What follows belongs to an exercise in optimizing a design on an open flow for small area; a production flow would make more cautious choices. Only simulation tests tie the RTL to the original design; equivalence was not proved. The flow treats the clock pin as an ideal source, which a real chip does not have. No activity file was given, so power comes from the tool's default toggle rates.

==> flow/design.v (excerpt) <==
module lab_3_register_file (Da, Db, Dc, CLK, reset, rs1, rs2, rd, wenable);
export LEC_CHECK = 0
export CAP_MARGIN = 10
export CORE_MARGIN = 2
export CORE_UTILIZATION = 50
export GPL_TIMING_DRIVEN = 0
export SETUP_SLACK_MARGIN = 0.3
export SLEW_MARGIN = 10
export SYNTH_HIERARCHICAL = 1
export SYNTH_MINIMUM_KEEP_SIZE = 0
create_clock -name core_clock -period 6.0 [get_ports {CLK}]
standard.sh (not shown) runs the stock make flow with config.mk's settings and CLKGATE_MAP_FILE= SYNTH_SCRIPT=/design/flow/synth_recipe.tcl, a recipe that flattens the netlist after the stock synthesis.
==> flow/flow/run.sh <==
#!/bin/bash
# Layout flow: the standard synthesis and layout (standard.sh), with
#  - before floorplanning, combinational cells that synthesis upsized are
#    set back to their smallest drive strength (flow/downsize.tcl),
#  - port buffers of the smallest buffer cell instead of the default choice,
#  - before ORFS's repair_design, slow nets are fixed by sizing their
#    drivers within their cell family or by one small buffer, whichever
#    is smaller (flow/fixnets.tcl),
#  - clock tree synthesis without dummy loads, with leaf clusters of up to
#    9 flip-flops on clkbuf_4, and clock buffers whose flip-flops see a
#    slow clock edge upsized (flow/clkfix.tcl).
# Each step's full output goes to its own log here; ORFS also keeps its
# per-stage logs under orfs/logs.
set -euo pipefail
F=$(pwd)/flow
bash standard.sh synth > synth.log 2>&1
bash standard.sh \
  "PRE_FLOORPLAN_TCL=$F/downsize.tcl" \
  "BUFFER_PORTS_ARGS=-buffer_cell sky130_fd_sc_hd__buf_1" \
  "PRE_RESIZE_TCL=$F/fixnets.tcl" \
  "CTS_ARGS=-sink_clustering_enable -repair_clock_nets -dont_use_dummy_load -buf_list sky130_fd_sc_hd__clkbuf_4 -sink_clustering_size 9 -sink_clustering_max_diameter 50" \
  "POST_CTS_TCL=$F/clkfix.tcl" \
  finish > layout.log 2>&1
==> flow/flow/fixnets.tcl <==
estimate_parasitics -placement
set ::fix_slew [expr {1.5 * 0.75}]
set ::db [ord::get_db]
proc fam_sizes {name} {
  if {![regexp {^(sky130_fd_sc_hd__[a-z0-9]+)_([0-9]+)$} $name -> base sz]} { return {} }
  set l {}
  foreach lib [$::db getLibs] {
    foreach m [$lib getMasters] {
      if {[regexp "^${base}_(\[0-9\]+)\$" [$m getName] -> s]} {
        lappend l [list $s [$m getName] [expr {[$m getWidth] * [$m getHeight] / 1e6}]]
      }
    }
  }
  return [lsort -real -index 2 [lsort -integer -index 0 $l]]
}
proc cell_area {name} {
  set m [$::db findMaster $name]
  return [expr {[$m getWidth] * [$m getHeight] / 1e6}]
}
set ::fix_cap 0.70
# max_capacitance of each cell's outputs, from the liberty files
array set ::maxcap {}
foreach libf $::env(LIB_FILES) {
  set fh [open $libf r]
  set cur ""
  while {[gets $fh line] >= 0} {
    if {[regexp {^\s*cell\s*\(\s*"?([A-Za-z0-9_]+)"?\s*\)} $line -> c]} { set cur $c; continue }
    if {$cur ne "" && [regexp {^\s*max_capacitance\s*:\s*([0-9.eE+-]+)} $line -> v]} {
      if {![info exists ::maxcap($cur)] || $v < $::maxcap($cur)} { set ::maxcap($cur) $v }
    }
  }
  close $fh
}
proc slew_ok {pin} {
  if {[get_property $pin slew_max] > $::fix_slew} { return 0 }
  set cell [get_property [get_cells -of $pin] ref_name]
  if {[info exists ::maxcap($cell)]} {
    set c [sta::Net_capacitance [get_nets -of $pin] [sta::cmd_scene] max]
    if {$c > $::fix_cap * $::maxcap($cell) * 1e-12} { return 0 }
  }
  return 1
}
set bufs {sky130_fd_sc_hd__buf_2 sky130_fd_sc_hd__buf_4 sky130_fd_sc_hd__buf_6 sky130_fd_sc_hd__buf_8 sky130_fd_sc_hd__buf_12 sky130_fd_sc_hd__buf_16}
set fixed 0
set buffered 0
set left 0
foreach inst [get_cells *] {
  set ref [get_property $inst ref_name]
  if {[regexp {__(df|dl|sdf|edf|sedf|conb|tap|fill|decap)} $ref]} continue
  set outs [get_pins -of $inst -filter "direction==output"]
  if {[llength $outs] != 1} continue
  set op [lindex $outs 0]
  if {[slew_ok $op]} continue
  set a0 [cell_area $ref]
  # fix 1: size within the family
  set fam ""
  foreach f [fam_sizes $ref] {
    replace_cell $inst [lindex $f 1]
    if {[slew_ok $op]} { set fam [lindex $f 1]; break }
  }
  set fam_cost [expr {$fam eq "" ? 1e9 : [cell_area $fam] - $a0}]
  if {$fam_cost <= [cell_area sky130_fd_sc_hd__buf_2]} { incr fixed; continue }
  # fix 2: original size plus one buffer
  replace_cell $inst $ref
  set net [get_full_name [get_nets -of $op]]
  estimate_parasitics -placement
  insert_buffer -buffer_cell sky130_fd_sc_hd__buf_2 -net $net
  estimate_parasitics -placement
  set bcell [get_cells -of [get_pins -of [get_nets -of $op] -filter "direction==input"]]
  set bpin [get_pins -of $bcell -filter "direction==output"]
  set bok ""
  foreach b $bufs {
    replace_cell $bcell $b
    if {[slew_ok $bpin] && [slew_ok $op]} { set bok $b; break }
  }
  if {$bok ne "" && [cell_area $bok] < $fam_cost} { incr buffered; continue }
  estimate_parasitics -placement
  remove_buffers [list $bcell]
  estimate_parasitics -placement
  if {$fam ne ""} { replace_cell $inst $fam; incr fixed } else { incr left }
}
estimate_parasitics -placement
puts "fixnets: resized $fixed drivers, buffered $buffered nets, $left left to repair_design"
Other scripts of this flow, unchanged in this note and not shown: flow/flow/clkfix.tcl, flow/flow/downsize.tcl
The baseline finished with timing, DRC and antenna clean.
==> next run, changes <==
--- a/flow/flow/fixnets.tcl
+++ b/flow/flow/fixnets.tcl
@@ -18,26 +18,6 @@
   return [expr {[$m getWidth] * [$m getHeight] / 1e6}]
 }
-set ::fix_cap 0.70
-# max_capacitance of each cell's outputs, from the liberty files
-array set ::maxcap {}
-foreach libf $::env(LIB_FILES) {
-  set fh [open $libf r]
-  set cur ""
-  while {[gets $fh line] >= 0} {
-    if {[regexp {^\s*cell\s*\(\s*"?([A-Za-z0-9_]+)"?\s*\)} $line -> c]} { set cur $c; continue }
-    if {$cur ne "" && [regexp {^\s*max_capacitance\s*:\s*([0-9.eE+-]+)} $line -> v]} {
-      if {![info exists ::maxcap($cur)] || $v < $::maxcap($cur)} { set ::maxcap($cur) $v }
-    }
-  }
-  close $fh
-}
 proc slew_ok {pin} {
-  if {[get_property $pin slew_max] > $::fix_slew} { return 0 }
-  set cell [get_property [get_cells -of $pin] ref_name]
-  if {[info exists ::maxcap($cell)]} {
-    set c [sta::Net_capacitance [get_nets -of $pin] [sta::cmd_scene] max]
-    if {$c > $::fix_cap * $::maxcap($cell) * 1e-12} { return 0 }
-  }
-  return 1
+  return [expr {[get_property $pin slew_max] <= $::fix_slew}]
 }
 set bufs {sky130_fd_sc_hd__buf_2 sky130_fd_sc_hd__buf_4 sky130_fd_sc_hd__buf_6 sky130_fd_sc_hd__buf_8 sky130_fd_sc_hd__buf_12 sky130_fd_sc_hd__buf_16}
- With this change the flow finished but failed the layout checks on capacitance limit
- setup slack loses 0.0037 ns
- global-route usage barely changes
- via count hardly moves
- routed wire length barely changes
- die area does not change
- core utilization hardly moves
- sequential power barely changes
==> next run, changes <==
Settings changed: CAP_MARGIN 10 to 25.
What happened:
- With this change the flow passed the timing, DRC and antenna checks
- die area stays the same
- total power stays flat
- maximum frequency shrinks by 0.35%
- design area came out higher by 1.4%
==> next run, changes <==
--- a/flow/flow/fixnets.tcl
+++ b/flow/flow/fixnets.tcl
@@ -18,6 +18,26 @@
   return [expr {[$m getWidth] * [$m getHeight] / 1e6}]
 }
+set ::fix_cap 0.65
+# max_capacitance of each cell's outputs, from the liberty files
+array set ::maxcap {}
+foreach libf $::env(LIB_FILES) {
+  set fh [open $libf r]
+  set cur ""
+  while {[gets $fh line] >= 0} {
+    if {[regexp {^\s*cell\s*\(\s*"?([A-Za-z0-9_]+)"?\s*\)} $line -> c]} { set cur $c; continue }
+    if {$cur ne "" && [regexp {^\s*max_capacitance\s*:\s*([0-9.eE+-]+)} $line -> v]} {
+      if {![info exists ::maxcap($cur)] || $v < $::maxcap($cur)} { set ::maxcap($cur) $v }
+    }
+  }
+  close $fh
+}
 proc slew_ok {pin} {
-  return [expr {[get_property $pin slew_max] <= $::fix_slew}]
+  if {[get_property $pin slew_max] > $::fix_slew} { return 0 }
+  set cell [get_property [get_cells -of $pin] ref_name]
+  if {[info exists ::maxcap($cell)]} {
+    set c [sta::Net_capacitance [get_nets -of $pin] [sta::cmd_scene] max]
+    if {$c > $::fix_cap * $::maxcap($cell) * 1e-12} { return 0 }
+  }
+  return 1
 }
 set bufs {sky130_fd_sc_hd__buf_2 sky130_fd_sc_hd__buf_4 sky130_fd_sc_hd__buf_6 sky130_fd_sc_hd__buf_8 sky130_fd_sc_hd__buf_12 sky130_fd_sc_hd__buf_16}
Settings changed: CAP_MARGIN 25 to 10.
Via count barely changes.
Sequential power is about the same.
Sequential share of layout area went up by 0.41 points.
Cell count drops by 0.33%.
Clock power barely changes.
Critical path depth shrinks by 1.
Combinational power is about the same.
Design area falls by 0.81%.
Routed wire length went up by 0.65%.

[port drivers added, routing unchanged]
The results above use ideal ports. As a check the final layouts listed here were re-extracted and re-timed, cells and wires unchanged.
Step 1, drivers: a clkbuf_16 drives CLK and a buf_2 each remaining input, both assumed.
Step 2 moves the port delays by t, midway between the first and last clock arrival at a register: inputs arrive t later, outputs are due t later. That takes back most of the time a late clock gives input paths.
a / b / c = ideal / step 1 / step 2; a / b = the first two.
| run | shift t [ns] | setup WS [ns] | worst setup path after step 2 | pins driven straight from the clock port |
|---|---|---|---|---|
| the first run | 1.075 | 0.202 / 0.123 / 0.123 | input to output | 1 |
| the second run | 1.081 | 0.198 / 0.136 / 0.136 | input to output | 1 |
| the third run | 1.118 | 0.178 / 0.054 / 0.054 | input to output | 1 |
| the fourth run | 1.114 | 0.290 / 0.174 / 0.174 | input to output | 1 |
The setup slack of the third run, which loses most, moves by -0.124 ns with the drivers and by -0.124 ns with both steps.
